This design comes from an exercise in tuning for small area and a short achievable clock period on the open sky130 flow, not from production work.
The RTL was checked by simulation tests, not by an equivalence proof against the original design.
Power and IR drop assume default switching activity.

File: flow/design.v
`timescale 1ns / 1ps
module Multiplier #(parameter	Waiting=3'h0,
					Multiplying=3'h1,
					Accumulating=3'h2,
					Activating=3'h3,
					MultWithoutAcc=3'h4)
	(
	input clk,
	input resetn,
	input [2:0] step,
	input [7:0] shift,
	input signed [7:0] A,
	input signed [7:0] B0,
	input signed [7:0] B1,
	input signed [7:0] B2,
	input signed [7:0] B3,
	input signed [7:0] B4,
	input signed [7:0] B5,
	input signed [7:0] B6,
	input signed [7:0] B7,
	output [7:0] Y0,
	output [7:0] Y1,
	output [7:0] Y2,
	output [7:0] Y3,
	output [7:0] Y4,
	output [7:0] Y5,
	output [7:0] Y6,
	output [7:0] Y7,
	output reg overflow
	);
	reg [2:0] state;
	wire signed [17:0] extA;
	wire signed [17:0] extB[7:0];
	wire signed [35:0] AB[7:0];
	reg signed [27:0] AB_Dly[7:0];
	reg signed [27:0] AB_acc[7:0];
	reg signed [27:0] extY[7:0];
	assign extA={ A[7:0], 10'b0 };
	assign extB[0]={ B0, 10'b0 };
	assign extB[1]={ B1, 10'b0 };
	assign extB[2]={ B2, 10'b0 };
	assign extB[3]={ B3, 10'b0 };
	assign extB[4]={ B4, 10'b0 };
	assign extB[5]={ B5, 10'b0 };
	assign extB[6]={ B6, 10'b0 };
	assign extB[7]={ B7, 10'b0 };
	assign AB[0] = extA  * extB[0];
	assign AB[1] = extA  * extB[1];
	assign AB[2] = extA  * extB[2];
	assign AB[3] = extA  * extB[3];
	assign AB[4] = extA  * extB[4];
	assign AB[5] = extA  * extB[5];
	assign AB[6] = extA  * extB[6];
	assign AB[7] = extA  * extB[7];
	reg now_ov[7:0];
	always @(posedge clk) begin
		if(~resetn) begin	overflow <= 0; end
		else begin overflow <= overflow
			| (now_ov[0] | now_ov[1] | now_ov[2] | now_ov[3] | now_ov[4] | now_ov[5] | now_ov[6] | now_ov[7]); end
	end
	always @(posedge clk) begin
		state <= step;
	end
	integer i;
	always @(posedge clk) begin
	for(i=0; i<8; i=i+1) begin  
		if(~resetn) begin
			AB_Dly[i] <= 0;
			AB_acc[i] <= 0;
			extY[i] <= 0;
			now_ov[i] <= 0;
		end
		else begin
			if(state==Waiting) begin
				AB_Dly[i] <= AB_Dly[i];
				AB_acc[i] <= AB_acc[i];
			end
			else if(state==Multiplying) begin  
				AB_Dly[i] <= { {12{AB[i][35]}}, AB[i][35:20]};
			end
			else if(state==MultWithoutAcc) begin  
				AB_acc[i] <= 0;
				AB_Dly[i] <= { {12{AB[i][35]}}, AB[i][35:20]};
			end
			else if(state==Accumulating) begin  
				AB_acc[i] <= AB_acc[i] + AB_Dly[i];
				now_ov[i] <= (AB_acc[i][26] ^ AB_acc[i][27]);
			end
			else if(state==Activating) begin  
				extY[i] <= (AB_acc[i][27]) ? (0): ( AB_acc[i]>>shift );
			end
			else begin
				AB_Dly[i] <= 0;
				AB_acc[i] <= 0;
			end
		end
	end
	end
	assign Y0 = (extY[0] > 28'sd127)?(8'sd127):(extY[0][7:0]);  
	assign Y1 = (extY[1] > 28'sd127)?(8'sd127):(extY[1][7:0]);
	assign Y2 = (extY[2] > 28'sd127)?(8'sd127):(extY[2][7:0]);
	assign Y3 = (extY[3] > 28'sd127)?(8'sd127):(extY[3][7:0]);
	assign Y4 = (extY[4] > 28'sd127)?(8'sd127):(extY[4][7:0]);
	assign Y5 = (extY[5] > 28'sd127)?(8'sd127):(extY[5][7:0]);
	assign Y6 = (extY[6] > 28'sd127)?(8'sd127):(extY[6][7:0]);
	assign Y7 = (extY[7] > 28'sd127)?(8'sd127):(extY[7][7:0]);
endmodule
File: flow/run.sh
#!/bin/bash
# synth_recipe.tcl (not shown) runs the flow's synth.tcl, then flattens the netlist and writes it again
# the make line also repeats each setting of config.mk as NAME=value (left out here)
make -C /OpenROAD-flow-scripts/flow DESIGN_CONFIG=/design/flow/config.mk WORK_HOME=/design/flow/orfs CLKGATE_MAP_FILE= SYNTH_SCRIPT=/design/flow/synth_recipe.tcl finish
File: flow/config.mk
export PLATFORM = sky130hd
export DESIGN_NAME = Multiplier
export DESIGN_NICKNAME = Multiplier
export VERILOG_FILES = /design/flow/design.v
export SDC_FILE = /design/flow/constraint.sdc
export NUM_CORES = 4
export LEC_CHECK = 0
export CAP_MARGIN = 20
export CORE_MARGIN = 2
export CORE_UTILIZATION = 40
export SLEW_MARGIN = 20
File: flow/constraint.sdc
create_clock -name core_clock -period 6.0 [get_ports {clk}]
set_input_delay 1.2000 -clock core_clock [delete_from_list [all_inputs] [get_ports {clk}]]
set_output_delay 1.2000 -clock core_clock [all_outputs]
set_load 0.01 [all_outputs]
==> reports/qor.txt <==
Avg WL per Cell = 18.75 microns
Number of instances resized during post-cts repair = 0
Cell total after placement = 9578
Total Routed Length = 181900 microns
Total number of placement rows = 142
Post-synth EDFFs = 0
DIE AREA = 153100 sq um
Wire length of the first global-routing pass = 289300 microns
Outcome = finished clean
Share of the core filled with cells in the final layout = 44.29%
Data arrival, critical path = 5960 ps
Max IR drop VDD = 0.1948 mV
Drt first-iter violations = 4787
Tmin final = 5447 ps
Cell at the root of the clock tree = sky130_fd_sc_hd__clkbuf_16
Via total after detailed routing = 53.10k
Slew at the pin closest to its max-slew limit = 1257 ps
Clock transition at the registers of the reported paths = 60 ps
Maximum clock insertion buffer count = 3
Post-route insts no fill = 9706
Nets in the synthesized netlist = 8689
Part of the Yosys area used for sequential elements = 19.62%
Total iterations of the first detailed-routing run = 6
Area post-placement = 63780 sq um
Initial cell density of the core = 40.16%
Final-report setup violation count = 0
Reg-to-reg slack, setup = 2420 ps
Warning count from the yosys run = 5
Placer's final routability congestion estimate = 0.9389
Post-Layout Inst Area = 66180 sq um
Critical Path Max Stage Delay = 570 ps
Number of vias per cell = 5.471
Drc violations = 0
Relative area change from synthesis to final layout = 10.30%
Ports placed on the boundary = 150
Final hold slack = 446.4 ps
Register-to-Register Path Depth = 7
Final clock skew = 36.87 ps
Worst hold start = extY[6][0]
Count of final max-slew check failures = 0
Post-Syn Area per Cell = 7.784 sq um
Top area cells in the synthesized netlist = sky130_fd_sc_hd__dfxtp_1, sky130_fd_sc_hd__fa_1, sky130_fd_sc_hd__ha_1, sky130_fd_sc_hd__nand2_1, sky130_fd_sc_hd__inv_1
Worst path cell trace = clkdlybuf4s50_1, and2_1, fa_1, inv_1, fa_1, inv_1, fa_1, inv_1, fa_1, inv_1, ha_1, a21oi_1, o21bai_1, a21oi_1, o21bai_1, a21oi_1, o21bai_1, a21oi_1, xor2_1, o21ai_0
Via count of the first global-routing pass = 50.30k
Reg-to-Reg End = extY[1][7]
Core Box Area = 149400 sq um
Unrepaired setup endpoints after global routing = false
TritonCTS clock tree = done
Maximum clock frequency = 183.6 MHz
Distinct cells, synth = 80
Count of buffers added by post-CTS timing repair for setup = 0
Final clock period utilization by the worst path = 90.79%
Half-perimeter wire length after detailed placement = 137800 microns
Pin count of the biggest net entering global routing = 226
Clock Latency Late Sink = 670 ps
Largest driver fanout on the critical path = 5
Gr ovfl total = 0
Min-Delay Path Class = reg2reg
Pwr dens = 290.1 nW/um^2
Initial antenna violation count = 6
Hold Path Sink = extY[6][0]
Leakage = 29.08 nW
TritonCTS buffer count = 72
Number of clock sinks = 588
Post-cts hold buffer count = 0
Worst endpoint required time = 6510 ps
Fraction of final layout cells sized beyond drive strength 1 = 5.618%
Async S/R FF share, synth = 0%
Number of input and output port buffers inserted = 149
Layout fillers = 15.02k
Reported max-cap violation count = 0
Area share of the largest cell type after synthesis = 19.62%
Startpoint Class = primary input
DRT antenna net count = 0
Synthesis-stage register bit count = 588
Vertical die dimension = 391.3 microns
Hold depth = 2
Final-report hold violation count = 0
Crit path max-delay cell type = sky130_fd_sc_hd__clkdlybuf4s50_1
Die X = 391.3 microns
Most common cell after layout, fill and taps aside = sky130_fd_sc_hd__nand2_1
Number of nets at the end of the flow = 8617
Synthesized netlist cell count = 7708
Number of levels in the clock H-tree = 3
Total global routing track utilization = 23.46%
Cell type contributing the most total cell area after synthesis = sky130_fd_sc_hd__dfxtp_1
Worst flop-to-flop path startpoint = state[2]
Cell area after technology mapping = 60000 sq um
Ys flop type = sky130_fd_sc_hd__dfxtp_1
Slew Limit Headroom = 16.20%
Commonest cells after routing, fill and taps aside = sky130_fd_sc_hd__nand2_1, sky130_fd_sc_hd__inv_1, sky130_fd_sc_hd__nor2_1
Endpoint kind of the worst setup timing path = register
Critical path class = in2reg
layout make-up:
cell class | instances | area [sq um] | share of cell area (%)
Timing Repair Buffer | 304 | 2909 | 4.396
Multi-Input combinational cell | 5913 | 43720 | 66.07
Antenna cell | 1 | 2.502 | 0.003781
Sequential cell | 588 | 11770 | 17.79
Tap cell | 2016 | 2522 | 3.811
Clock buffer | 100 | 2088 | 3.155
Clock inverter | 27 | 305.3 | 0.4613
Inverter | 757 | 2856 | 4.316
power breakdown:
group	switching, mW	total, mW	internal (mW)
combinational	5.76	9.98	4.22
clock	1.86	4.52	2.65
sequential	0.491	4.70	4.21
total	8.12	19.2	11.1
worst max-delay path: cells and delay by family:
family | cells | cell delay (ps)
AO/OA/AOI/OAI | 8 | 1230
XOR/XNOR | 1 | 150
buffers and inverters | 5 | 790
adder cells (fa/ha/maj) | 5 | 2330
AND/OR/NAND/NOR | 1 | 280
flip-flops by register name (all words and copies together), names as in the netlist:
signal	cells
now_ov	8
state	3
AB_acc	224
extY	224
AB_Dly	128
overflow	1
synthesized netlist by cell type, types with 15 or more instances:
cell and instances:
sky130_fd_sc_hd__nand2_1 939, sky130_fd_sc_hd__inv_1 755, sky130_fd_sc_hd__nor2_1 609, sky130_fd_sc_hd__dfxtp_1 588, sky130_fd_sc_hd__a21oi_1 549, sky130_fd_sc_hd__o21ai_0 458
sky130_fd_sc_hd__fa_1 448, sky130_fd_sc_hd__ha_1 448, sky130_fd_sc_hd__and2_1 360, sky130_fd_sc_hd__clkbuf_1 344, sky130_fd_sc_hd__xnor2_1 197, sky130_fd_sc_hd__mux2i_1 174
sky130_fd_sc_hd__a22oi_1 172, sky130_fd_sc_hd__nand3_1 161, sky130_fd_sc_hd__a21o_1 127, sky130_fd_sc_hd__nand2b_1 110, sky130_fd_sc_hd__xor2_1 108, sky130_fd_sc_hd__o211ai_1 104
sky130_fd_sc_hd__nor3_1 98, sky130_fd_sc_hd__nor4_1 96, sky130_fd_sc_hd__buf_1 83, sky130_fd_sc_hd__mux2_2 80, sky130_fd_sc_hd__a211oi_1 75, sky130_fd_sc_hd__nor2b_1 73
sky130_fd_sc_hd__a31oi_1 57, sky130_fd_sc_hd__o21bai_1 52, sky130_fd_sc_hd__o21a_1 38, sky130_fd_sc_hd__and3_1 35, sky130_fd_sc_hd__or3_1 34, sky130_fd_sc_hd__a221oi_1 26
sky130_fd_sc_hd__or2_2 25, sky130_fd_sc_hd__a31o_2 23, sky130_fd_sc_hd__buf_2 22, sky130_fd_sc_hd__o22ai_1 21, sky130_fd_sc_hd__a211o_1 17, sky130_fd_sc_hd__nand4_1 15
metrics by stage:
step	power [mW]	worst slack, ps	TNS (ps)
2_1_floorplan	11.96	464.8	0
3_3_place_gp	14.50	21.80	0
3_5_place_dp	14.68	-63.41	-102.8
4_1_cts	19.26	629.0	0
5_1_grt	20.83	228.7	0
6_report	19.20	552.8	0
per-layer routing:
metal | share of wire (%) | global-route usage, %
met5 | 0.031 | 0
met1 | 51 | 35.84
met4 | 1.7 | 4.851
met2 | 41 | 33.95
met3 | 7.1 | 4.225
worst max path at each step:
stage                      from       endpoint  slack (ps)  depth (start not counted)
after CTS                 B5[0]  AB_Dly[5][14]         630                         20
final                     B5[0]  AB_Dly[5][14]         550                         20
after global routing      B5[0]  AB_Dly[5][14]         230                         20
after floorplan            A[2]  AB_Dly[5][13]         460                         19
after global placement    B5[0]  AB_Dly[5][13]          20                         19
after detailed placement  B5[0]  AB_Dly[5][14]         -60                         20
cell families after synthesis:
group,Yosys count,synth area share (%)
AND/OR/NAND/NOR,2594,20.16
AO/OA/AOI/OAI,1864,19.47
buffers and inverters,1207,7.603
adder cells (fa/ha/maj),896,24.29
flip-flops,588,19.62
XOR/XNOR,305,4.452
multiplexers,254,4.404

[port drivers added, routing unchanged]
Ports are ideal in the flow. The routed layout listed here was re-timed in OpenROAD. Step 1 sets driving cells, clkbuf_16 on the clock port and buf_2 on the other inputs (assumed; they add their load-dependent delay and slew). Step 2 also shifts input and output timing later by t, the mid clock arrival at the registers, as if the neighbouring blocks saw the same clock. a / b / c = ideal ports / drivers / drivers and shift; a / b = the first two.
t (ns): 0.733
setup WS [ns]: 0.553 / 0.610 / -0.123
hold slack, ns: 0.446 / 0.446 / 0.446
clock arrival spread, ns: 0.040 / 0.040
Met with ideal ports but missed after step 2: setup timing in this run. The setup slack of this run moves by +0.057 ns with the drivers and by -0.676 ns with both steps.
